This design comes from an exercise in tuning for a short achievable clock period and few clock cycles per item on the open sky130 flow, not from production work.
Function was checked by simulation only, so behaviour that the tests miss may differ from the original.
The flow treats the clock pin as an ideal source, which a real chip does not have.
Power figures rest on the tool's default switching activity, not on a simulated workload.

**design/flow/config.mk**
```make
export PLATFORM = sky130hd
export DESIGN_NAME = hart
export DESIGN_NICKNAME = hart
export VERILOG_FILES = /design/flow/design.v
export SDC_FILE = /design/flow/constraint.sdc
export NUM_CORES = 8
export LEC_CHECK = 0
export CAP_MARGIN = 20
export CORE_MARGIN = 2
export CORE_UTILIZATION = 45
export SLEW_MARGIN = 20
```
**design/flow/constraint.sdc**
```tcl
create_clock -name core_clock -period 11.5 [get_ports {i_clk}]
set_input_delay 2.3000 -clock core_clock [delete_from_list [all_inputs] [get_ports {i_clk}]]
set_output_delay 2.3000 -clock core_clock [all_outputs]
set_load 0.01 [all_outputs]
```
**design/flow/design.v**
```verilog
module hart #(
    parameter RESET_ADDR = 32'h00000000
) (
    input  wire        i_clk,
    input  wire        i_rst,
    output wire [31:0] o_imem_raddr,
    input  wire [31:0] i_imem_rdata,
    output wire [31:0] o_dmem_addr,
    output wire        o_dmem_ren,
    output wire        o_dmem_wen,
    output wire [31:0] o_dmem_wdata,
    output wire [ 3:0] o_dmem_mask,
    input  wire [31:0] i_dmem_rdata,
    output wire        o_retire_valid,
    output wire [31:0] o_retire_inst,
    output wire        o_retire_trap,
    output wire        o_retire_halt,
    output wire [ 4:0] o_retire_rs1_raddr,
    output wire [ 4:0] o_retire_rs2_raddr,
    output wire [31:0] o_retire_rs1_rdata,
    output wire [31:0] o_retire_rs2_rdata,
    output wire [ 4:0] o_retire_rd_waddr,
    output wire [31:0] o_retire_rd_wdata,
    output wire [31:0] o_retire_pc,
    output wire [31:0] o_retire_next_pc
);
    localparam [6:0] OP_LUI    = 7'b0110111;
    localparam [6:0] OP_AUIPC  = 7'b0010111;
    localparam [6:0] OP_JAL    = 7'b1101111;
    localparam [6:0] OP_JALR   = 7'b1100111;
    localparam [6:0] OP_BRANCH = 7'b1100011;
    localparam [6:0] OP_LOAD   = 7'b0000011;
    localparam [6:0] OP_STORE  = 7'b0100011;
    localparam [6:0] OP_IMM    = 7'b0010011;
    localparam [6:0] OP_REG    = 7'b0110011;
    reg  [31:2] pc_f;
    reg  [31:2] pc_o;          
    reg         v_x;
    reg  [31:0] ir_x;
    reg  [31:2] pc_x;
    reg  [31:2] pcp4_x;
    reg  [31:0] imm_x;         
    reg         ptk_x;         
    reg         ptag_x;        
    reg  [31:0] a_x, b_x, s_x;
    reg         sel_pc4_x, sel_add_x, sel_and_x, sel_or_x, sel_xor_x;
    reg         sel_sll_x, sel_srl_x, sel_slt_x;
    reg         sub_x, uns_x, arith_x;
    reg         use1_x;
    reg         br_x, jal_x, jalr_x, ld_x, st_x, wr_x, ill_x, halt_x;
    reg  [2:0]  f3_x;
    reg  [4:0]  rd_x, rs1a_x, rs2a_x;
    reg         v_m;
    reg         ld_m, wr_m, trap_m, halt_m;
    reg  [2:0]  f3_m;
    reg  [1:0]  off_m;
    reg  [4:0]  rd_m;
    reg  [31:0] res_m;
    reg  [31:2] addr_m;
    reg  [31:0] wdata_m;
    reg  [3:0]  mask_m;
    reg         ren_m, wen_m;
    reg  [31:0] ir_m, rs1d_m, rs2d_m;
    reg  [31:2] pc_m, tgt_m;
    reg         jump_m, jalr_m;
    reg  [4:0]  rs1a_m, rs2a_m;
    reg         v_w;
    reg         trap_w, halt_w;
    reg  [4:0]  rd_w;
    reg  [31:0] res_w;         
    reg  [31:0] res_o;         
    reg         we_w;          
    reg  [31:0] ir_w, rs1d_w, rs2d_w;
    reg  [31:2] pc_w, npc_w;
    reg  [4:0]  rs1a_w, rs2a_w, rdwa_w;
    reg         dead;
    wire        m_stop;
    reg         btb_v   [0:15];
    reg  [31:6] btb_tag [0:15];
    reg  [15:2] btb_tgt [0:15];    
    wire [3:0]  f_idx  = pc_f[5:2];
    wire        f_hit  = btb_v[f_idx] && (btb_tag[f_idx][11:6] == pc_f[11:6]);
    wire        f_full = btb_tag[f_idx][31:12] == pc_f[31:12];
    wire [31:2] f_ptgt = {pc_f[31:16], btb_tgt[f_idx]};
    assign o_imem_raddr = {pc_o, 2'b00};
    wire [31:0] ir  = i_imem_rdata;
    wire [6:0] d_op  = ir[6:0];
    wire [2:0] d_f3  = ir[14:12];
    wire [6:0] d_f7  = ir[31:25];
    wire [4:0] d_rs1 = ir[19:15];
    wire [4:0] d_rs2 = ir[24:20];
    wire [4:0] d_rd  = ir[11:7];
    wire d_lui   = d_op == OP_LUI;
    wire d_auipc = d_op == OP_AUIPC;
    wire d_jal   = d_op == OP_JAL;
    wire d_jalr  = d_op == OP_JALR;
    wire d_br    = d_op == OP_BRANCH;
    wire d_ld    = d_op == OP_LOAD;
    wire d_st    = d_op == OP_STORE;
    wire d_opi   = d_op == OP_IMM;
    wire d_opr   = d_op == OP_REG;
    wire d_halt  = ir == 32'h00100073;
    wire d_f7z   = d_f7 == 7'b0000000;
    wire d_f7s   = d_f7 == 7'b0100000;
    wire d_ill =
        d_opr   ? !(d_f7z || (d_f7s && (d_f3 == 3'b000 || d_f3 == 3'b101))) :
        d_opi   ? ((d_f3 == 3'b001) && !d_f7z) ||
                  ((d_f3 == 3'b101) && !d_f7z && !d_f7s) :
        d_ld    ? (d_f3 == 3'b011) || (d_f3 == 3'b110) || (d_f3 == 3'b111) :
        d_st    ? (d_f3[2] || d_f3[1:0] == 2'b11) :
        d_br    ? (d_f3[2:1] == 2'b01) :
        d_jalr  ? (d_f3 != 3'b000) :
        (d_jal || d_lui || d_auipc) ? 1'b0 :
        !d_halt;
    wire d_use1 = d_opr | d_opi | d_ld | d_st | d_br | d_jalr;
    wire d_use2 = d_opr | d_st | d_br;
    wire d_wr   = d_opr | d_opi | d_ld | d_jal | d_jalr | d_lui | d_auipc;
    wire [31:0] imm_i = {{20{ir[31]}}, ir[31:20]};
    wire [31:0] imm_s = {{20{ir[31]}}, ir[31:25], ir[11:7]};
    wire [31:0] imm_b = {{20{ir[31]}}, ir[7], ir[30:25], ir[11:8], 1'b0};
    wire [31:0] imm_j = {{12{ir[31]}}, ir[19:12], ir[20], ir[30:21], 1'b0};
    wire [31:0] imm_u = {ir[31:12], 12'd0};
    wire        rf_we;
    wire [31:0] rf_r1l, rf_r1h, rf_r2l, rf_r2h;
    rf u_rf (
        .clk    (i_clk),
        .rst    (i_rst),
        .wen    (rf_we),
        .waddr  (rd_w),
        .wdata  (res_w),
        .raddr1 (d_rs1),
        .raddr2 (d_rs2),
        .rdata1_lo (rf_r1l),
        .rdata1_hi (rf_r1h),
        .rdata2_lo (rf_r2l),
        .rdata2_hi (rf_r2h)
    );
    wire nz1  = d_rs1 != 5'd0;
    wire nz2  = d_rs2 != 5'd0;
    wire x_w1 = v_x & wr_x & (rd_x == d_rs1);
    wire x_w2 = v_x & wr_x & (rd_x == d_rs2);
    wire m_w1 = v_m & wr_m & (rd_m == d_rs1);
    wire m_w2 = v_m & wr_m & (rd_m == d_rs2);
    wire w_w1 = we_w & (rd_w == d_rs1);
    wire w_w2 = we_w & (rd_w == d_rs2);
    wire [31:0] x_res, m_res;
    wire rf1 = !(nz1 & (x_w1 | m_w1 | w_w1));
    wire rf2 = !(nz2 & (x_w2 | m_w2 | w_w2));
    wire [31:0] d_o1 = x_w1 ? x_res : m_w1 ? m_res : res_w;
    wire [31:0] d_o2 = x_w2 ? x_res : m_w2 ? m_res : res_w;
    wire [31:0] d_ra = !d_use1 ? (d_auipc ? {pc_f, 2'b00} : 32'd0) : d_o1;
    wire [31:0] d_rb = !(d_use2 & !d_st) ? (d_st ? imm_s : (d_lui | d_auipc) ? imm_u : imm_i) : d_o2;
    wire [31:0] d_rs = !d_use2 ? 32'd0 : d_o2;
    wire d_sa = d_use1 & rf1;
    wire d_sb = d_use2 & !d_st & rf2;
    wire d_ss = d_use2 & rf2;
    wire        f_static = d_jal | (d_br & ir[31]);
    wire [11:0] fb_lo;
    wire [19:0] fj_lo;
    ks_add #(.W(11)) u_fb (.a(pc_f[12:2]), .b(imm_b[12:2]), .cin(1'b0),
                           .sum(fb_lo[10:0]), .cout(fb_lo[11]));
    ks_add #(.W(19)) u_fj (.a(pc_f[20:2]), .b(imm_j[20:2]), .cin(1'b0),
                           .sum(fj_lo[18:0]), .cout(fj_lo[19]));
    wire [31:13] pcb_p1 = pc_f[31:13] + 19'd1;
    wire [31:13] pcb_m1 = pc_f[31:13] - 19'd1;
    wire [31:21] pcj_p1 = pc_f[31:21] + 11'd1;
    wire [31:21] pcj_m1 = pc_f[31:21] - 11'd1;
    wire [31:13] fb_hi = (fb_lo[11] == ir[31]) ? pc_f[31:13] :
                         fb_lo[11] ? pcb_p1 : pcb_m1;
    wire [31:21] fj_hi = (fj_lo[19] == ir[31]) ? pc_f[31:21] :
                         fj_lo[19] ? pcj_p1 : pcj_m1;
    wire [31:2]  f_stgt = d_jal ? {fj_hi, fj_lo[18:0]} : {fb_hi, fb_lo[10:0]};
    wire [31:2] f_next   = f_hit ? f_ptgt : pc_f + 30'd1;
    wire stall = ld_x & ((d_use1 & nz1 & x_w1) | (d_use2 & nz2 & x_w2));
    wire [31:0] xa = a_x;
    wire [31:0] xb = b_x;
    wire [31:0] xs = s_x;
    wire [31:0] x_sum, x_alu;
    wire        x_eq, x_lt;
    alu u_alu (
        .i_a        (xa),
        .i_b        (xb),
        .i_sel_sub  (sub_x),
        .i_unsigned (uns_x),
        .i_arith    (arith_x),
        .i_sel_add  (sel_add_x),
        .i_sel_and  (sel_and_x),
        .i_sel_or   (sel_or_x),
        .i_sel_xor  (sel_xor_x),
        .i_sel_sll  (sel_sll_x),
        .i_sel_srl  (sel_srl_x),
        .i_sel_slt  (sel_slt_x),
        .o_sum      (x_sum),
        .o_result   (x_alu),
        .o_eq       (x_eq),
        .o_lt       (x_lt)
    );
    assign x_res = x_alu | ({32{sel_pc4_x}} & {pcp4_x, 2'b00});
    wire [31:1] x_tgt;
    wire        x_tgt_c;
    ks_add #(.W(30)) u_tgt (.a(pc_x), .b(imm_x[31:2]), .cin(1'b0),
                            .sum(x_tgt[31:2]), .cout(x_tgt_c));
    assign x_tgt[1] = imm_x[1];
    reg x_cond;
    always @(*) begin
        case (f3_x)
            3'b000:  x_cond = x_eq;
            3'b001:  x_cond = !x_eq;
            3'b100:  x_cond = x_lt;
            3'b101:  x_cond = !x_lt;
            3'b110:  x_cond = x_lt;
            default: x_cond = !x_lt;
        endcase
    end
    wire x_taken = br_x & x_cond;
    wire x_jump  = x_taken | jal_x;
    wire x_mem = ld_x | st_x;
    wire x_misal = x_mem & ((f3_x[1:0] == 2'b01 && x_sum[0]) ||
                            (f3_x[1:0] == 2'b10 && x_sum[1:0] != 2'b00));
    wire x_strap = ill_x | x_misal | (jal_x & imm_x[1]) | (jalr_x & x_sum[1]);
    wire x_trap  = x_strap | (x_taken & imm_x[1]);
    wire x_ok = ptk_x & ptag_x;
    wire [31:2] f_keep  = stall ? pc_o : f_next;
    wire [31:2] f_keepo = stall ? pc_f : f_next;
    wire [31:2] n_t = x_ok ? f_next : x_tgt[31:2];    
    wire [31:2] n_n = ptk_x ? pcp4_x : f_next;        
    wire o_keep = !v_x | !(jalr_x | (jal_x & !x_ok) | (!jal_x & ptk_x));
    wire [31:2] n_r = jalr_x ? x_sum[31:2] :          
                      (jal_x & !x_ok) ? x_tgt[31:2] : pcp4_x;
    wire x_br = v_x & br_x;
    wire [31:2] pc_next  = x_br ? (x_cond ? n_t : n_n) : o_keep ? f_keep  : n_r;
    wire [31:2] pc_nexto = x_br ? (x_cond ? n_t : n_n) : o_keep ? f_keepo : n_r;
    wire fl_t = ill_x | !x_ok | imm_x[1];
    wire fl_n = ill_x | ptk_x;
    wire fl_o = v_x & (x_strap | halt_x | jalr_x | (jal_x ? !x_ok : ptk_x));
    wire x_flush = x_br ? (x_cond ? fl_t : fl_n) : fl_o;
    reg [3:0] x_mask;
    always @(*) begin
        case (f3_x[1:0])
            2'b00:   x_mask = 4'b0001 << x_sum[1:0];
            2'b01:   x_mask = x_sum[1] ? 4'b1100 : 4'b0011;
            default: x_mask = 4'b1111;
        endcase
    end
    wire [31:0] x_wdata = (f3_x[1:0] == 2'b00) ? {4{xs[7:0]}} :
                          (f3_x[1:0] == 2'b01) ? {2{xs[15:0]}} : xs;
    reg         btb_jmp, btb_clr;
    reg  [3:0]  btb_idx;
    reg  [31:6] btb_wtag;
    reg  [31:2] btb_wtgt;
    always @(posedge i_clk) begin
        btb_jmp  <= v_x & x_jump;
        btb_clr  <= v_x & ptk_x & !x_jump;
        btb_idx  <= pc_x[5:2];
        btb_wtag <= pc_x[31:6];
        btb_wtgt <= x_tgt[31:2];
    end
    wire btb_we = btb_jmp & (btb_wtgt[31:16] == btb_wtag[31:16]);
    assign o_dmem_addr  = {addr_m, 2'b00};
    assign o_dmem_ren   = ren_m;
    assign o_dmem_wen   = wen_m;
    assign o_dmem_wdata = wdata_m;
    assign o_dmem_mask  = mask_m;
    wire [31:0] m_sh = i_dmem_rdata >> {off_m, 3'b000};
    wire [31:0] m_ld =
        (f3_m[1:0] == 2'b00) ? {{24{~f3_m[2] & m_sh[7]}},  m_sh[7:0]}  :
        (f3_m[1:0] == 2'b01) ? {{16{~f3_m[2] & m_sh[15]}}, m_sh[15:0]} :
                               i_dmem_rdata;
    assign m_res = ld_m ? m_ld : res_m;
    assign m_stop = dead | (v_m & (trap_m | halt_m));
    assign rf_we = we_w;
    assign o_retire_valid     = v_w;
    assign o_retire_inst      = ir_w;
    assign o_retire_trap      = trap_w;
    assign o_retire_halt      = halt_w;
    assign o_retire_rs1_raddr = rs1a_w;
    assign o_retire_rs2_raddr = rs2a_w;
    assign o_retire_rs1_rdata = rs1d_w;
    assign o_retire_rs2_rdata = rs2d_w;
    assign o_retire_rd_waddr  = rdwa_w;
    assign o_retire_rd_wdata  = res_o;
    assign o_retire_pc        = {pc_w, 2'b00};
    assign o_retire_next_pc   = {npc_w, 2'b00};
    integer k;
    always @(posedge i_clk) begin
        if (i_rst) begin
            for (k = 0; k < 16; k = k + 1)
                btb_v[k] <= 1'b0;
        end else if (btb_we) begin
            btb_v[btb_idx] <= 1'b1;
        end else if (btb_clr) begin
            btb_v[btb_idx] <= 1'b0;
        end
    end
    always @(posedge i_clk) begin
        if (btb_we) begin
            btb_tag[btb_idx] <= btb_wtag;
            btb_tgt[btb_idx] <= btb_wtgt[15:2];
        end
    end
    always @(posedge i_clk) begin
        if (i_rst) begin
            pc_f  <= RESET_ADDR[31:2];
            pc_o  <= RESET_ADDR[31:2];
        end else begin
            pc_f  <= pc_next;
            pc_o  <= pc_nexto;
        end
    end
    always @(posedge i_clk) begin
        if (i_rst)
            v_x <= 1'b0;
        else
            v_x <= !x_flush & !m_stop & !stall;
        if (i_rst)
            dead <= 1'b0;
        else if (m_stop)
            dead <= 1'b1;
    end
    always @(posedge i_clk) begin
        ir_x    <= ir;
        pc_x    <= pc_f;
        pcp4_x  <= pc_f + 30'd1;
        imm_x   <= d_jal ? imm_j : imm_b;
        ptk_x   <= f_hit;
        ptag_x  <= f_full;
        a_x     <= ({32{d_sa & !d_rs1[4]}} & rf_r1l) | ({32{d_sa & d_rs1[4]}} & rf_r1h) |
                   ({32{!d_sa}} & d_ra);
        b_x     <= ({32{d_sb & !d_rs2[4]}} & rf_r2l) | ({32{d_sb & d_rs2[4]}} & rf_r2h) |
                   ({32{!d_sb}} & d_rb);
        s_x     <= ({32{d_ss & !d_rs2[4]}} & rf_r2l) | ({32{d_ss & d_rs2[4]}} & rf_r2h) |
                   ({32{!d_ss}} & d_rs);
        sel_pc4_x <= d_jal | d_jalr;
        sel_add_x <= d_ld | d_st | d_lui | d_auipc |
                     (d_opr & d_f3 == 3'b000 & !d_f7[5]) | (d_opi & d_f3 == 3'b000);
        sel_and_x <= (d_opr | d_opi) & d_f3 == 3'b111;
        sel_or_x  <= (d_opr | d_opi) & d_f3 == 3'b110;
        sel_xor_x <= (d_opr | d_opi) & d_f3 == 3'b100;
        sel_sll_x <= (d_opr | d_opi) & d_f3 == 3'b001;
        sel_srl_x <= (d_opr | d_opi) & d_f3 == 3'b101;
        sel_slt_x <= (d_opr | d_opi) & d_f3[2:1] == 2'b01;
        sub_x     <= d_opr & d_f7[5] & d_f3 == 3'b000;
        uns_x     <= d_br ? d_f3[1] : d_f3[0];
        arith_x   <= d_f7[5];
        use1_x  <= d_use1;
        br_x    <= d_br;
        jal_x   <= d_jal;
        jalr_x  <= d_jalr;
        ld_x    <= d_ld;
        st_x    <= d_st;
        wr_x    <= d_wr & (d_rd != 5'd0);
        ill_x   <= d_ill;
        halt_x  <= d_halt;
        f3_x    <= d_f3;
        rd_x    <= d_rd;
        rs1a_x  <= d_use1 ? d_rs1 : 5'd0;
        rs2a_x  <= d_use2 ? d_rs2 : 5'd0;
    end
    always @(posedge i_clk) begin
        if (i_rst) begin
            v_m   <= 1'b0;
            ren_m <= 1'b0;
            wen_m <= 1'b0;
        end else begin
            v_m   <= v_x;
            ren_m <= v_x & ld_x & !ill_x & !x_misal;
            wen_m <= v_x & st_x & !ill_x & !x_misal;
        end
        ld_m    <= ld_x;
        wr_m    <= wr_x & !x_strap;    
        trap_m  <= x_trap;
        halt_m  <= halt_x;
        f3_m    <= f3_x;
        off_m   <= x_sum[1:0];
        rd_m    <= rd_x;
        res_m   <= x_res;
        addr_m  <= x_sum[31:2];
        wdata_m <= x_wdata;
        mask_m  <= x_mask;
        ir_m    <= ir_x;
        rs1d_m  <= use1_x ? xa : 32'd0;
        rs2d_m  <= xs;
        rs1a_m  <= rs1a_x;
        rs2a_m  <= rs2a_x;
        pc_m    <= pc_x;
        tgt_m   <= x_tgt[31:2];
        jump_m  <= x_jump;
        jalr_m  <= jalr_x;
    end
    always @(posedge i_clk) begin
        if (i_rst) begin
            v_w  <= 1'b0;
            we_w <= 1'b0;
        end else begin
            v_w  <= v_m;
            we_w <= v_m & wr_m;
        end
        if (wr_m)
            res_w <= m_res;
        res_o  <= m_res;
        trap_w <= trap_m;
        halt_w <= halt_m;
        rd_w   <= rd_m;
        rdwa_w <= wr_m ? rd_m : 5'd0;
        ir_w   <= ir_m;
        rs1d_w <= rs1d_m;
        rs2d_w <= rs2d_m;
        rs1a_w <= rs1a_m;
        rs2a_w <= rs2a_m;
        pc_w   <= pc_m;
        npc_w  <= jalr_m ? addr_m : jump_m ? tgt_m : pc_m + 30'd1;
    end
endmodule
`default_nettype wire
`default_nettype none
module ks_add #(
    parameter W = 32
) (
    input  wire [W-1:0] a,
    input  wire [W-1:0] b,
    input  wire         cin,
    output wire [W-1:0] sum,
    output wire         cout
);
    localparam L = (W > 16) ? 5 : (W > 8) ? 4 : (W > 4) ? 3 : (W > 2) ? 2 : 1;   
    wire [W-1:0] g [0:L];
    wire [W-1:0] p [0:L];
    assign g[0] = (a & b) | {{(W-1){1'b0}}, (a[0] ^ b[0]) & cin};
    assign p[0] = a ^ b;
    genvar l, i;
    generate
        for (l = 0; l < L; l = l + 1) begin : lvl
            for (i = 0; i < W; i = i + 1) begin : bt
                if (i >= (1 << l)) begin : comb
                    assign g[l+1][i] = g[l][i] | (p[l][i] & g[l][i-(1<<l)]);
                    assign p[l+1][i] = p[l][i] & p[l][i-(1<<l)];
                end else begin : ps
                    assign g[l+1][i] = g[l][i];
                    assign p[l+1][i] = p[l][i];
                end
            end
        end
    endgenerate
    assign sum  = p[0] ^ {g[L][W-2:0], cin};
    assign cout = g[L][W-1];
endmodule
module alu (
    input  wire [31:0] i_a,
    input  wire [31:0] i_b,
    input  wire        i_sel_sub,   
    input  wire        i_unsigned,  
    input  wire        i_arith,     
    input  wire        i_sel_add,
    input  wire        i_sel_and,
    input  wire        i_sel_or,
    input  wire        i_sel_xor,
    input  wire        i_sel_sll,
    input  wire        i_sel_srl,
    input  wire        i_sel_slt,
    output wire [31:0] o_sum,       
    output wire [31:0] o_result,
    output wire        o_eq,
    output wire        o_lt
);
    wire unused_c, unused_d;
    wire [31:0] diff;
    ks_add #(.W(32)) u_add (
        .a    (i_a),
        .b    (i_b),
        .cin  (1'b0),
        .sum  (o_sum),
        .cout (unused_c)
    );
    ks_add #(.W(32)) u_sub (
        .a    (i_a),
        .b    (~i_b),
        .cin  (1'b1),
        .sum  (diff),
        .cout (unused_d)
    );
    wire [31:0] nb = ~i_b;
    wire        lt_c;
    wire [31:0] lt_s;
    ks_add #(.W(32)) u_cmp (
        .a    ({i_a[31] ^ ~i_unsigned, i_a[30:0]}),
        .b    ({nb[31] ^ ~i_unsigned, nb[30:0]}),
        .cin  (1'b1),
        .sum  (lt_s),
        .cout (lt_c)
    );
    assign o_lt = !lt_c;
    assign o_eq = (i_a == i_b);
    wire [31:0] sll = i_a << i_b[4:0];
    wire [31:0] srl = $signed({i_arith & i_a[31], i_a}) >>> i_b[4:0];
    assign o_result = ({32{i_sel_add}} & o_sum) |
                      ({32{i_sel_sub}} & diff) |
                      ({32{i_sel_and}} & (i_a & i_b)) |
                      ({32{i_sel_or}}  & (i_a | i_b)) |
                      ({32{i_sel_xor}} & (i_a ^ i_b)) |
                      ({32{i_sel_sll}} & sll) |
                      ({32{i_sel_srl}} & srl) |
                      {31'd0, i_sel_slt & o_lt};
endmodule
`default_nettype wire
`default_nettype none
module rf (
    input  wire        clk,
    input  wire        rst,
    input  wire        wen,
    input  wire [4:0]  waddr,
    input  wire [31:0] wdata,
    input  wire [4:0]  raddr1,
    input  wire [4:0]  raddr2,
    output wire [31:0] rdata1_lo,    
    output wire [31:0] rdata1_hi,    
    output wire [31:0] rdata2_lo,
    output wire [31:0] rdata2_hi
);
    reg [31:0] mem [1:31];
    integer i;
    always @(posedge clk) begin
        if (rst) begin
            for (i = 1; i < 32; i = i + 1)
                mem[i] <= 32'd0;
        end else if (wen && (waddr != 5'd0)) begin
            mem[waddr] <= wdata;
        end
    end
    reg [31:0] r1l, r1h, r2l, r2h;
    always @(*) begin
        r1l = 32'd0;
        r1h = mem[16] & {32{raddr1[3:0] == 4'd0}};
        r2l = 32'd0;
        r2h = mem[16] & {32{raddr2[3:0] == 4'd0}};
        for (i = 1; i < 16; i = i + 1) begin
            r1l = r1l | ({32{raddr1[3:0] == i[3:0]}} & mem[i]);
            r1h = r1h | ({32{raddr1[3:0] == i[3:0]}} & mem[i+16]);
            r2l = r2l | ({32{raddr2[3:0] == i[3:0]}} & mem[i]);
            r2h = r2h | ({32{raddr2[3:0] == i[3:0]}} & mem[i+16]);
        end
    end
    assign rdata1_lo = r1l;
    assign rdata1_hi = r1h;
    assign rdata2_lo = r2l;
    assign rdata2_hi = r2h;
endmodule
`default_nettype wire
```
**design/flow/flow/run.sh**
```bash
#!/bin/bash
set -euo pipefail
K=(SETUP_SLACK_MARGIN=8.4 MATCH_CELL_FOOTPRINT=0
   'BUFFER_PORTS_ARGS=-buffer_cell sky130_fd_sc_hd__buf_8')
R=orfs/results/sky130hd/hart/base
L=orfs/logs/sky130hd/hart/base
bash standard.sh "${K[@]}" grt > standard_flow_grt1.log 2>&1
cp $L/5_1_grt.log grt_round1.log
for n in 2 3; do
  # the repaired, globally routed design becomes the input of another round
  cp $R/5_1_grt.odb $R/4_cts.odb
  cp $R/5_1_grt.sdc $R/4_cts.sdc
  bash standard.sh "${K[@]}" do-5_1_grt > standard_flow_grt$n.log 2>&1
  cp $L/5_1_grt.log grt_round$n.log
done
bash standard.sh "${K[@]}" finish > standard_flow_finish.log 2>&1
```
**design/flow/standard.sh**
```bash
#!/bin/bash
# synth_recipe.tcl (not shown) runs the flow's synth.tcl, then flattens the netlist and writes it again
# the make line also repeats each setting of config.mk as NAME=value (left out here)
make -C /OpenROAD-flow-scripts/flow DESIGN_CONFIG=/design/flow/config.mk WORK_HOME=/design/flow/orfs CLKGATE_MAP_FILE= SYNTH_SCRIPT=/design/flow/synth_recipe.tcl "${@:-finish}"
```
==> results.yml, run 1 <==
outcome:
  result_of_the_run: "stopped before the end"
  flow.stopped_at: "global routing (5_1_grt)"
  stop_error: "[ERROR GRT-0232] Routing congestion too high. Check the congestion heatmap in the GUI."
cts:
  cts-buffers-inserted: 280
  ctsRootBufferMaster: "clkbuf_16"
  h-tree-depth: 5
  clock-sinks: 2450
  clock_tree.buffer_depth: 4
  hold_buffers: 0
yosys:
  synth-edff-count: 1680
  syn_area_per_cell_sq_um: 12.2
  ys_dominant_reg_cell: "edfxtp_1"
  synth-seq-cells: 2450
  synth.yosys.seq_area_share: 0.590
  postSynthCellCount: 9138
  synth_largest_type_area_fraction: 0.452
  synth-warning-count: 6
  synth.cell_area_sq_um: 112000
  ys_top_cells_by_area: "edfxtp_1, dfxtp_1, and2_1, mux4_2, a22oi_1"
  netlist-cell-type-count: 94
  synth_top_cell_by_area: "edfxtp_1"
  async_flop_share: 0
placement:
  hpwl_detailed_mm: 320
  port_buffers: 369
  place.detailed.instances: 12300
  gpl.final_weighted_congestion: 1.01
  dpl_worst_slack_ps: 5320
floorplan:
  io_pins: 378
  fp.dieH_microns: 502
  die_w_microns: 502
  start_util: 0.453
  placement_rows: 182
grt:
  gr-total-overflow: 1
  globalRouteTotalUtil: 0.504
  grt_max_degree: 65
[synth_stat cells, types with 116 or more instances]
| cell type | count |
|---|---|
| edfxtp_1 | 1680 |
| and2_1 | 1061 |
| dfxtp_1 | 770 |
| clkbuf_1 | 624 |
| a22oi_1 | 581 |
| nor2_1 | 469 |
| nand2_1 | 371 |
| o21ai_0 | 330 |
| a21oi_1 | 307 |
| mux4_2 | 252 |
| a221oi_1 | 226 |
| nand3_1 | 209 |
| inv_1 | 199 |
| a22o_1 | 177 |
| mux2i_1 | 149 |
| xnor2_1 | 142 |
| ha_1 | 131 |
| nor3_1 | 116 |
[power groups by stage]
| stage | combinational [mW] | clock, mW | sequential (mW) |
|---|---|---|---|
| after floorplan | 0.978 | 0 | 9.96 |
| after global placement | 1.76 | 0 | 10.1 |
| after detailed placement | 1.77 | 0 | 10.1 |
| after CTS | 2.35 | 8.81 | 9.90 |
[layer usage]
metal	overflow	track usage
met1	0	0.571
met2	1	0.662
met3	0	0.292
met4	0	0.424
met5	0	0.145
[worst max path at each step]
stage,startpoint,endpoint,slack [ps],depth (start not counted)
CTS,pc_o[3]$_SDFF_PP0_,o_imem_raddr[3],7660,1
global placement,i_imem_rdata[24],s_x[11]$_DFF_P_,5300,9
detailed placement,i_imem_rdata[24],s_x[11]$_DFF_P_,5320,9
floorplan,i_imem_rdata[22],pc_f[25]$_SDFF_PP0_,7250,11
[through the flow]
step                      utilization  area [sq um]  power, mW
after CTS                       0.594        146000       21.1
after detailed placement        0.496        122000       11.9
after global placement          0.496        122000       11.9
after floorplan                     -        114000       10.9
[timing repair]
action,CTS
resized for setup,1932
cloned,130
setup endpoints to repair,3201
setup buffers,653
hold endpoints to repair,0
pin swaps,343
[cell families after synthesis]
kind of cell,count (synthesis),share of synthesized area
simple gates,2630,0.126
flops,2450,0.590
compound gates,2291,0.148
buf+inv,960,0.0337
mux,474,0.0715
xor+xnor,199,0.0156
fa+ha+maj,133,0.0150
other cells,1,0.0000336
Testbench counts, summed over its fixed seeds: cycles 67,756, instructions 60,455.
==> run 2: changes to the inputs <==
--- a/design/flow/flow/run.sh
+++ b/design/flow/flow/run.sh
@@ -1,6 +1,6 @@
 #!/bin/bash
 set -euo pipefail
-K=(SETUP_SLACK_MARGIN=8.4 MATCH_CELL_FOOTPRINT=0
+K=(SETUP_SLACK_MARGIN=7.8 MATCH_CELL_FOOTPRINT=0
    'BUFFER_PORTS_ARGS=-buffer_cell sky130_fd_sc_hd__buf_8')
 R=orfs/results/sky130hd/hart/base
 L=orfs/logs/sky130hd/hart/base
==> results.yml, run 2 <==
outcome:
  result_of_the_run: "no timing/DRC/antenna violations"
placement:
  gpl.final_weighted_congestion: 1.04
  dpl_worst_slack_ps: 5310
  port_buffers: 369
  hpwl_detailed_mm: 315
  place.detailed.instances: 12300
  post_dp_cell_area_sq_um: 122000
yosys:
  ys_dominant_reg_cell: "edfxtp_1"
  synth.yosys.seq_area_share: 0.590
  synth-edff-count: 1680
  syn_area_per_cell_sq_um: 12.2
  async_flop_share: 0
  ys_top_cells_by_area: "edfxtp_1, dfxtp_1, and2_1, mux4_2, a22oi_1"
  netlist_top_cells_count: "edfxtp_1, and2_1, dfxtp_1, clkbuf_1, a22oi_1"
  synth.cell_area_sq_um: 112000
  postSynthCellCount: 9138
  synth-seq-cells: 2450
  netlist-cell-type-count: 94
  synth.most_common_cell: "edfxtp_1"
  synth_top_cell_by_area: "edfxtp_1"
  synth-warning-count: 6
  synth_largest_type_area_fraction: 0.452
power_and_ir_drop:
  leakagePower_nw: 53.6
  final_total_power_mw: 21.3
  power.density_cell_area_nw_per_um2: 145
  peakVddDrop_mv: 0.129
grt:
  grt_max_degree: 65
  antenna_found_initial: 57
  grt_pass1_vias: 90200
  grt_pass1_wl_mm: 755
  gr-total-overflow: 0
  globalRouteTotalUtil: 0.436
drt:
  route.detailed.vias_per_inst: 7.07
  routedWlPerCell_microns: 41.4
  detail_route_antenna_nets: 0
  route.final.wire_length_mm: 567
  num_vias: 96800
  drc_violation_count_after_routing: 0
  drtIter0Drc: 20200
  drt_pre_antenna_iters: 14
layout:
  area_delta_synth_final_pct: 32.0
  fill_cells: 19200
  finalNetCount: 10300
  regMostFlops: "u_rf.mem"
  reg.largest.list: "u_rf.mem: 992 flops, btb_tag: 416 flops, btb_tgt: 224 flops"
  largest_register_ff_count: 992
  final_layout_size_suffix_gt1_frac: 0.328
  most_frequent_standard_cell_in_the_layout_excluding_fill_and_tap_cells: "edfxtp_1"
  final_core_utilization: 0.598
  final_cell_mix: "edfxtp_1, and2_1, buf_4"
  layout.cells.non_filler: 13700
  final_cell_area_sq_um: 147000
cts:
  ctsRootBufferMaster: "clkbuf_16"
  clock_transition_at_the_register_clock_pins_on_the_worst_setup_and_hold_paths_after_cts_ps: 60
  tritoncts_clock_tree: "yes"
  clock_tree.buffer_depth: 4
  cts-buffers-inserted: 282
  clock-sinks: 2450
  h-tree-depth: 5
  hold_buffers: 0
  insertion_delay_ps: 990
critical_path:
  worst_path_dominant_cell_family: "simple AND/OR/NAND/NOR gates"
  crit_path_max_delay_cell_type: "nand4_1"
  critical_path_class: "primary input to flop"
  delay_contributed_by_the_slowest_stage_of_the_critical_path_ps: 760
  worst_setup_path_start_kind: "primary input"
  cp_cell_sequence: "buf_16 > buf_12 > nand2_8 > nor3_4 > buf_8 > a22o_1 > a221oi_2 > nand4_1 > a32oi_1 > nand3_1"
  timing.critical_path.required_ps: 12300
  cp_num_buf_inv: 3
  critPathArrivalTime_ps: 4860
  crit_path_max_fanout: 29
  crit_path_end_kind: "flop"
timing:
  worst_slew_pin_slew_ps: 1210
  setup_slack_ps: 7440
  timing.final.setup_violations: 0
  fin_skew_ps: 95.0
  max_freq_mhz: 246
  finalSetupTns_ps: 0
  finalHoldWorstSlack_ps: 293
  slew_headroom: 0.192
  max_slew_violation_count: 0
  final_period_minus_worst_setup_slack_ps: 4060
  rsz0062_at_grt: "true"
  tcrit_tclk_final: 0.353
  final_hold_vios: 0
run:
  timing.max_cap.violations: 0
floorplan:
  placement_rows: 182
  die_outline_area_sq_um: 252000
  core_sq_um: 246000
  fp.dieH_microns: 502
  start_util: 0.453
  die_w_microns: 502
  io_pins: 378
hold_path:
  hold_path_class: "flop to flop"
## run 2: cell counts after synthesis
No cell type changed its count.
## run 2: power by group
| group | switching, mW | total [mW] | internal (mW) |
|---|---|---|---|
| Sequential | 0.289 | 9.93 | 9.64 |
| Combinational | 1.54 | 2.52 | 0.976 |
| Clock | 3.72 | 8.88 | 5.16 |
## run 2: cells by family after synthesis
logic type,Yosys count,synth area share
flops,2450,0.590
other cells,1,0.0000336
xor+xnor,199,0.0156
buf+inv,960,0.0337
simple gates,2630,0.126
compound gates,2291,0.148
mux,474,0.0715
fa+ha+maj,133,0.0150
## run 2: timing repair
action	4_1_cts	5_1_grt
gates resized for setup	1217	71
endpoints found under the setup margin	2008	370
setup buffers	315	47
cloned	69	6
pin swaps	143	95
## run 2: layout make-up
class	instances	area (sq um)	area share
Clock inverter	110	1110	0.00752
Tap cell	3312	4140	0.0281
Multi-Input combinational cell	5750	48600	0.329
Antenna cell	67	168	0.00114
Sequential cell	2450	66600	0.452
Timing Repair Buffer	1419	18200	0.124
Timing Repair inverter	2	27.5	0.000187
Inverter	209	852	0.00578
Clock buffer	369	7770	0.0527
## run 2: per-layer routing
metal	vias up	track usage	wire (microns)
li1	36900	-	-
met1	47100	0.531	194000
met2	9664	0.596	226000
met3	3039	0.199	90400
met4	41	0.330	55300
met5	-	0.0176	1430
## run 2: final timing paths
| kind | depth (start not counted) | end | slack (ps) | from |
|---|---|---|---|---|
| max | 10 | a_x[9]$_DFF_P_ | 7440 | i_imem_rdata[15] |
| min | 0 | ir_w[16]$_DFF_P_ | 290 | ir_m[16]$_DFF_P_ |
| max reg2reg | 16 | pc_f[24]$_SDFF_PP0_ | 7670 | b_x[3]$_DFF_P_ |
| min reg2reg | 0 | ir_w[16]$_DFF_P_ | 290 | ir_m[16]$_DFF_P_ |
==> run 3: changes to the inputs <==
--- a/design/flow/flow/run.sh
+++ b/design/flow/flow/run.sh
@@ -1,6 +1,6 @@
 #!/bin/bash
 set -euo pipefail
-K=(SETUP_SLACK_MARGIN=7.8 MATCH_CELL_FOOTPRINT=0
+K=(SETUP_SLACK_MARGIN=7.6 MATCH_CELL_FOOTPRINT=0
    'BUFFER_PORTS_ARGS=-buffer_cell sky130_fd_sc_hd__buf_8')
 R=orfs/results/sky130hd/hart/base
 L=orfs/logs/sky130hd/hart/base
==> results.yml, run 3 <==
outcome:
  result_of_the_run: "no timing/DRC/antenna violations"
critical_path:
  delay_contributed_by_the_slowest_stage_of_the_critical_path_ps: 810
  crit_path_end_kind: "flop"
  worst_setup_path_start_kind: "primary input"
  critPathArrivalTime_ps: 4900
  worstSetupStartpoint: "i_imem_rdata[18]"
  critical_path_class: "primary input to flop"
  worst_path_dominant_cell_family: "simple AND/OR/NAND/NOR gates"
  crit_path_max_delay_cell_type: "nand4_1"
  r2r-start: "b_x[1]$_DFF_P_"
  timing.critical_path.required_ps: 12320
  worst-path-stages: 11
  worst_r2r_end: "s_x[31]$_DFF_P_"
  reg2reg_slack_ps: 7540
  crit_path_max_fanout: 6
  cp_num_buf_inv: 4
  cp_cell_sequence: "buf_16 > nand2b_4 > buf_12 > nor2_4 > buf_12 > buf_16 > a22o_1 > a221oi_2 > nand4_1 > a32oi_2 > nand3_1"
  crit_path_end: "a_x[9]$_DFF_P_"
  r2r.worst_path.cells: 13
grt:
  grt_pass1_wl_mm: 722
  globalRouteTotalUtil: 0.415
  grt-busiest-layer: "met2"
  grtUsageMet3: 0.162
  antenna_found_initial: 48
  grt_max_degree: 65
  grt.met2_usage: 0.587
  met1_usage_grt: 0.526
  grt_pass1_vias: 86700
  gr-total-overflow: 0
timing:
  max_slew_violation_count: 0
  finalSetupTns_ps: 0
  fin_skew_ps: 79.4
  rsz0062_at_grt: "true"
  finalHoldWorstSlack_ps: 311
  slew_headroom: 0.142
  max_freq_mhz: 245
  final_hold_vios: 0
  final_period_minus_worst_setup_slack_ps: 4080
  worst_slew_pin_slew_ps: 1270
  timing.final.setup_violations: 0
  tcrit_tclk_final: 0.355
yosys:
  synth.most_common_cell: "edfxtp_1"
  synth.cell_area_sq_um: 112000
  syn_area_per_cell_sq_um: 12.2
  synth-seq-cells: 2450
  netlist_top_cells_count: "edfxtp_1, and2_1, dfxtp_1, clkbuf_1, a22oi_1"
  synth-warning-count: 6
  synth_largest_type_area_fraction: 0.452
  netlist-cell-type-count: 94
  ys_top_cells_by_area: "edfxtp_1, dfxtp_1, and2_1, mux4_2, a22oi_1"
  postSynthCellCount: 9138
  async_flop_share: 0
  synth.yosys.seq_area_share: 0.590
  synth-edff-count: 1680
  synth_top_cell_by_area: "edfxtp_1"
  ys_dominant_reg_cell: "edfxtp_1"
floorplan:
  start_util: 0.453
  io_pins: 378
  core_sq_um: 246000
  die_w_microns: 502
  fp.dieH_microns: 502
  placement_rows: 182
  die_outline_area_sq_um: 252000
layout:
  final_layout_size_suffix_gt1_frac: 0.239
  final_cell_mix: "edfxtp_1, and2_1, dfxtp_1"
  area_delta_synth_final_pct: 24.0
  reg.largest.list: "u_rf.mem: 992 flops, btb_tag: 416 flops, btb_tgt: 224 flops"
  regMostFlops: "u_rf.mem"
  most_frequent_standard_cell_in_the_layout_excluding_fill_and_tap_cells: "edfxtp_1"
  finalNetCount: 9875
  largest_register_ff_count: 992
hold_path:
  hold_path_class: "flop to flop"
drt:
  routedWlPerCell_microns: 40.5
  route.detailed.vias_per_inst: 6.97
  drtIter0Drc: 17600
  detail_route_antenna_nets: 0
  num_vias: 92300
  drt_pre_antenna_iters: 11
  drc_violation_count_after_routing: 0
  route.final.wire_length_mm: 537
power_and_ir_drop:
  power.density_cell_area_nw_per_um2: 152
  peakVddDrop_mv: 0.142
  leakagePower_nw: 50.0
cts:
  cts-buffers-inserted: 283
  clock_tree.buffer_depth: 4
  clock_transition_at_the_register_clock_pins_on_the_worst_setup_and_hold_paths_after_cts_ps: 60
  clock-sinks: 2450
  insertion_delay_ps: 1000
  ctsRootBufferMaster: "clkbuf_16"
  hold_buffers: 0
  tritoncts_clock_tree: "yes"
  h-tree-depth: 5
placement:
  gpl.final_weighted_congestion: 1.03
  hpwl_detailed_mm: 317
  port_buffers: 369
run:
  timing.max_cap.violations: 0
[run 3: cell types whose count changed in the layout (fill, tap and decap cells not counted), moves of 52 or more]
| cell | change |
|---|---|
| dfxtp_2 | -231 |
| dfxtp_4 | -60 |
| a221oi_2 | -54 |
| buf_12 | -84 |
| buf_6 | -70 |
| a221oi_1 | +52 |
| dfxtp_1 | +291 |
| buf_4 | -212 |
[run 3: per-stage QoR]
step	cells	instance area, sq um	setup WS [ps]	power [mW]	utilization
finish	13200	139000	7420	21.1	0.562
CTS	13000	134000	7560	20.8	0.546
global placement	12300	122000	5350	11.9	0.494
detailed placement	12300	122000	5370	11.9	0.495
floorplan	9145	113000	7250	10.9	-
global route	13200	138000	7580	21.5	0.562
[run 3: logic make-up (layout without fill, tap and decap cells)]
| group | count (synthesis) | count (layout) | synth area share |
|---|---|---|---|
| simple gates | 2630 | 2635 | 0.126 |
| flops | 2450 | 2450 | 0.590 |
| compound gates | 2291 | 2292 | 0.148 |
| buf+inv | 960 | 1689 | 0.0337 |
| mux | 474 | 474 | 0.0715 |
| xor+xnor | 199 | 199 | 0.0156 |
| fa+ha+maj | 133 | 133 | 0.0150 |
| other cells | 1 | 53 | 0.0000336 |
[run 3: worst min-delay path by stage]
stage                           startpoint  cells after the start  slack [ps]                to
after CTS                  ir_m[4]$_DFF_P_                      0         300   ir_w[4]$_DFF_P_
after global routing       ir_m[4]$_DFF_P_                      0         320   ir_w[4]$_DFF_P_
after detailed placement   ir_m[6]$_DFF_P_                      0         310   ir_w[6]$_DFF_P_
final                      ir_m[4]$_DFF_P_                      0         310   ir_w[4]$_DFF_P_
after global placement    ir_m[21]$_DFF_P_                      0         310  ir_w[21]$_DFF_P_
after floorplan            ir_x[0]$_DFF_P_                      0         310   ir_m[0]$_DFF_P_
[run 3: cell type report]
| type | instances | area, sq um |
|---|---|---|
| tap | 3312 | 4140 |
| antenna | 45 | 113 |
| timing repair buffer | 989 | 12600 |
| multi-input combinational | 5741 | 45800 |
| fill | 20000 | 108000 |
| sequential | 2450 | 66100 |
| timing repair inverter | 2 | 13.8 |
| clock buffer | 367 | 7880 |
| clock inverter | 122 | 1120 |
| inverter | 209 | 826 |
[run 3: repair_timing]
| item | CTS | global route |
|---|---|---|
| resized for setup | 509 | 6 |
| buffers inserted | 125 | 4 |
| gates cloned | 28 | 0 |
| endpoints found under the hold margin | 0 | 0 |
| pin swaps | 52 | 11 |
| setup endpoints to repair | 693 | 17 |
[run 3: routing by layer]
metal / routed length [microns] / part of all wire
met4: 44200 / 0.082
met2: 221000 / 0.41
met5: 464 / 0.00086
met1: 190000 / 0.35
met3: 80800 / 0.15
[run 3: power breakdown]
part | internal (mW) | switching, mW
Sequential | 9.64 | 0.288
Combinational | 0.807 | 1.41
Clock | 5.21 | 3.73
Total | 15.7 | 5.43

[static timing again, ports no longer ideal]
How much do the figures lean on ideal ports? The routed layouts below were timed once more, with nothing changed but the port constraints. Step 1, drivers: a clkbuf_16 drives i_clk and a buf_2 each remaining input, both assumed. Step 2 times the ports against the registers' clock, not the clock port: input delays grow and output delays shrink by t, the midpoint of the rising clock arrivals with the driver on. Three values: ideal ports, drivers, drivers and shift; two values: the first two.
run	shift t [ns]	setup slack, ns	worst setup path after step 2	cell pins on the clock port's net
run 2	1.041	7.436 / 7.376 / 6.335	input to register	1
run 3	1.061	7.420 / 7.305 / 6.244	input to register	1
After both steps setup and hold are still met in every run listed. For run 3, which loses most, drivers alone change the setup slack by -0.115 ns; drivers and shift together by -1.176 ns.
